Context: an optimization exercise on an open-source flow, tuned for small area and a short achievable clock period. The choices shown serve that exercise and are no tape-out recipe. At most, simulation tests tie the RTL to the original design; equivalence was not proved. Power is estimated from default activity; no workload was simulated.

## red
// FPM
module FPM(A, B, SUM, clk);
  input [31:0] A, B;
  input clk;
  output [31:0] SUM;
  wire       s0_sgn = A[31] ^ B[31];
  wire [7:0] s0_exp = A[30:23] + B[30:23] + 8'h81;
  wire n1 = A[1] & A[0];
  wire n2 = A[1] ^ A[0];
  wire n3 = A[2] & A[1];
  wire n4 = A[2] ^ A[1];
  wire n5 = A[3] & A[2];
  wire n6 = A[3] ^ A[2];
  wire n7 = A[4] & A[3];
  wire n8 = A[4] ^ A[3];
  wire n9 = A[5] & A[4];
  wire n10 = A[5] ^ A[4];
  wire n11 = A[6] & A[5];
  wire n12 = A[6] ^ A[5];
  wire n13 = A[7] & A[6];
  wire n14 = A[7] ^ A[6];
  wire n15 = A[8] & A[7];
  wire n16 = A[8] ^ A[7];
  wire n17 = A[9] & A[8];
  wire n18 = A[9] ^ A[8];
  wire n19 = A[10] & A[9];
  wire n20 = A[10] ^ A[9];
  wire n21 = A[11] & A[10];
  wire n22 = A[11] ^ A[10];
  wire n23 = A[12] & A[11];
  wire n24 = A[12] ^ A[11];
  wire n25 = A[13] & A[12];
  wire n26 = A[13] ^ A[12];
  wire n27 = A[14] & A[13];
  wire n28 = A[14] ^ A[13];
  wire n29 = A[15] & A[14];
  wire n30 = A[15] ^ A[14];
  wire n31 = A[16] & A[15];
  wire n32 = A[16] ^ A[15];
  wire n33 = A[17] & A[16];
  wire n34 = A[17] ^ A[16];
  wire n35 = A[18] & A[17];
  wire n36 = A[18] ^ A[17];
  wire n37 = A[19] & A[18];
  wire n38 = A[19] ^ A[18];
  wire n39 = A[20] & A[19];
  wire n40 = A[20] ^ A[19];
  wire n41 = A[21] & A[20];
  wire n42 = A[21] ^ A[20];
  wire n43 = A[22] & A[21];
  wire n44 = A[22] ^ A[21];
  wire n45 = 1'b1 & A[22];
  wire n46 = 1'b1 ^ A[22];
  wire n47 = n1 | (n2 & 1'b0);
  wire n48 = n2 & A[0];
  wire n49 = n3 | (n4 & n1);
  wire n50 = n4 & n2;
  ...
clock: 3.0 ns
lec_check: 0
cap_margin: 20
core_margin: 2
core_utilization: 55
setup_slack_margin: 1.0
slew_margin: 20
synth_hierarchical: 1
synth_minimum_keep_size: 0
run.sh (not shown) runs the stock make flow with config.mk's settings and CLKGATE_MAP_FILE= SYNTH_SCRIPT=/design/flow/synth_recipe.tcl, a recipe that flattens the netlist after the stock synthesis.
red | status: complete | timing, DRC, antenna: pass
Relative to red, the following input files were edited for blue:
diff --git a/flow/config.mk b/flow/config.mk
--- a/flow/config.mk
+++ b/flow/config.mk
@@ -9,4 +9,6 @@
 export CORE_MARGIN = 2
 export CORE_UTILIZATION = 55
+export CTS_CLUSTER_DIAMETER = 100
+export CTS_CLUSTER_SIZE = 32
 export SETUP_SLACK_MARGIN = 1.0
 export SLEW_MARGIN = 20
Changes observed in blue relative to red: total power now smaller; chip width comparable.
The fraction of the cycle the final worst path needs of blue is higher than that of red.
Comparing red and blue, maximum ir drop on the vdd rail is higher on red.
[compare] base=red new=blue: wire length went down by 2.3%, part of the total power dissipated in sequential elements now larger.
Routing usage on met1 in blue is 0.15 points higher than in red
Function was not checked in any run of this note: the RTL went through the layout flow alone.


Another version of the RTL of FPM (not shown whole).
Size in the first run: about 620 flip-flops, ~27000 sq um of cells after synthesis.
==> flow/config.mk <==
export PLATFORM = sky130hd
export DESIGN_NAME = FPM
export DESIGN_NICKNAME = FPM
export VERILOG_FILES = /design/flow/design.v
export SDC_FILE = /design/flow/constraint.sdc
export NUM_CORES = 4
export LEC_CHECK = 0
export CAP_MARGIN = 20
export CORE_MARGIN = 2
export CORE_UTILIZATION = 55
export CTS_CLUSTER_DIAMETER = 100
export CTS_CLUSTER_SIZE = 32
export SETUP_SLACK_MARGIN = 0.95
export SLEW_MARGIN = 20
export SYNTH_HIERARCHICAL = 1
export SYNTH_MINIMUM_KEEP_SIZE = 0
==> flow/constraint.sdc <==
create_clock -name core_clock -period 3.0 [get_ports {clk}]
set_input_delay 0.6000 -clock core_clock [delete_from_list [all_inputs] [get_ports {clk}]]
set_output_delay 0.6000 -clock core_clock [all_outputs]
set_load 0.01 [all_outputs]
standard.sh (not shown) runs the stock make flow with config.mk's settings and CLKGATE_MAP_FILE= SYNTH_SCRIPT=/design/flow/synth_recipe.tcl, a recipe that flattens the netlist after the stock synthesis.
==> flow/flow/run.sh <==
#!/bin/bash
# Layout: the standard ORFS flow (standard.sh, unchanged synthesis and
# steps), except that the buffers global placement puts on the input and
# output ports are plain buffers (buf_2, resized later as timing needs)
# instead of the delay cell buffer_ports picks by default.
set -euo pipefail
cd "$(dirname "$0")/.."
export BUFFER_PORTS_ARGS="-buffer_cell sky130_fd_sc_hd__buf_2"
bash standard.sh > standard_flow.log 2>&1
Change:
==> flow/flow/run.sh (replaced) <==
#!/bin/bash
# Layout: the standard ORFS flow (standard.sh, unchanged synthesis and
# steps), except that the buffers global placement puts on the input and
# output ports are plain buffers (buf_1, resized later as timing needs)
# instead of the delay cell buffer_ports picks by default.
set -euo pipefail
cd "$(dirname "$0")/.."
export BUFFER_PORTS_ARGS="-buffer_cell sky130_fd_sc_hd__buf_1"
bash standard.sh > standard_flow.log 2>&1
--- a/flow/config.mk
+++ b/flow/config.mk
@@ -10,4 +10,2 @@
 export CORE_UTILIZATION = 55
-export CTS_CLUSTER_DIAMETER = 100
-export CTS_CLUSTER_SIZE = 32
 export SETUP_SLACK_MARGIN = 0.95
The new run passed the timing, DRC and antenna checks; worst setup slack gets worse by 0.11 ns; global-route usage rose by 0.42 points; wire length went up by 0.68%; die area does not change; cell count came out higher by 2.8%.


## P
FPM, a different RTL version from the one above (not shown whole).
Size in the first run: about 26000 sq um of cells after synthesis.
Settings: LEC_CHECK=0, CAP_MARGIN=20, CORE_MARGIN=2, CORE_UTILIZATION=70, CTS_CLUSTER_DIAMETER=100, CTS_CLUSTER_SIZE=32, SETUP_SLACK_MARGIN=0.95, SLEW_MARGIN=20, SYNTH_HIERARCHICAL=1, SYNTH_MINIMUM_KEEP_SIZE=0; clock period 3.0 ns.
==> flow/flow/run.sh <==
#!/bin/bash
# Layout: the standard ORFS flow (standard.sh, unchanged synthesis and
# steps), except that the buffers global placement puts on the input and
# output ports are plain buffers (buf_2, resized later as timing needs)
# instead of the delay cell buffer_ports picks by default.
set -euo pipefail
cd "$(dirname "$0")/.."
export BUFFER_PORTS_ARGS="-buffer_cell sky130_fd_sc_hd__buf_2"
bash standard.sh > standard_flow.log 2>&1
The following lists how Q was set up differently from P:
- CORE_UTILIZATION now 62, was 70
--- outcome ---
Taking P as the reference, in Q sequential portion of the cell area moved down, relative contribution of the clock network to total power moved up, die area moved up, first-pass GRT wire length moved down. From P to Q the numbers moved as follows: routed wire length went down, setup slack of the critical path after layout went up, design area went up, area growth from synthesis to layout went up, detail-routed via count per cell went down. Q ended with less met2 layer usage reported by global route than P. Across P and Q, none had a timing, DRC or antenna violation. Fill cell total of the finished layout ended up 765 higher on Q than on P.

separate check: timing with driven ports:
How much do the figures lean on ideal ports? The routed layouts below were timed once more, with nothing changed but the port constraints.
Step 1 sets driving cells, clkbuf_16 on the clock port and buf_2 on the other inputs (assumed; they add their load-dependent delay and slew).
Step 2 also shifts input and output timing later by t, the mid clock arrival at the registers, as if the neighbouring blocks saw the same clock.
Slacks: ideal ports / drivers / drivers and shift; pairs: ideal ports / drivers.
run	t, ns	slack for setup (ns)	worst setup path at the end	slew at the worst register clock pin (ns)	worst slew at a driven data input, ns
red	0.659	0.983 / 0.983 / 0.429	input to register	0.07 / 0.07	0.07
blue	0.651	0.978 / 1.003 / 0.353	input to register	0.12 / 0.12	0.07
the first run of note 2	0.643	0.983 / 0.993 / 0.350	input to register	0.12 / 0.12	0.08
the second run of note 2	0.676	0.877 / 0.889 / 0.212	input to register	0.07 / 0.07	0.09
P	0.637	0.964 / 0.964 / 0.462	input to register	0.12 / 0.12	0.08
Q	0.640	0.972 / 0.972 / 0.488	input to register	0.12 / 0.12	0.06
After both steps every run listed still meets setup and hold. The setup slack of the second run of note 2, which loses most, moves by +0.012 ns with the drivers and by -0.665 ns with both steps.
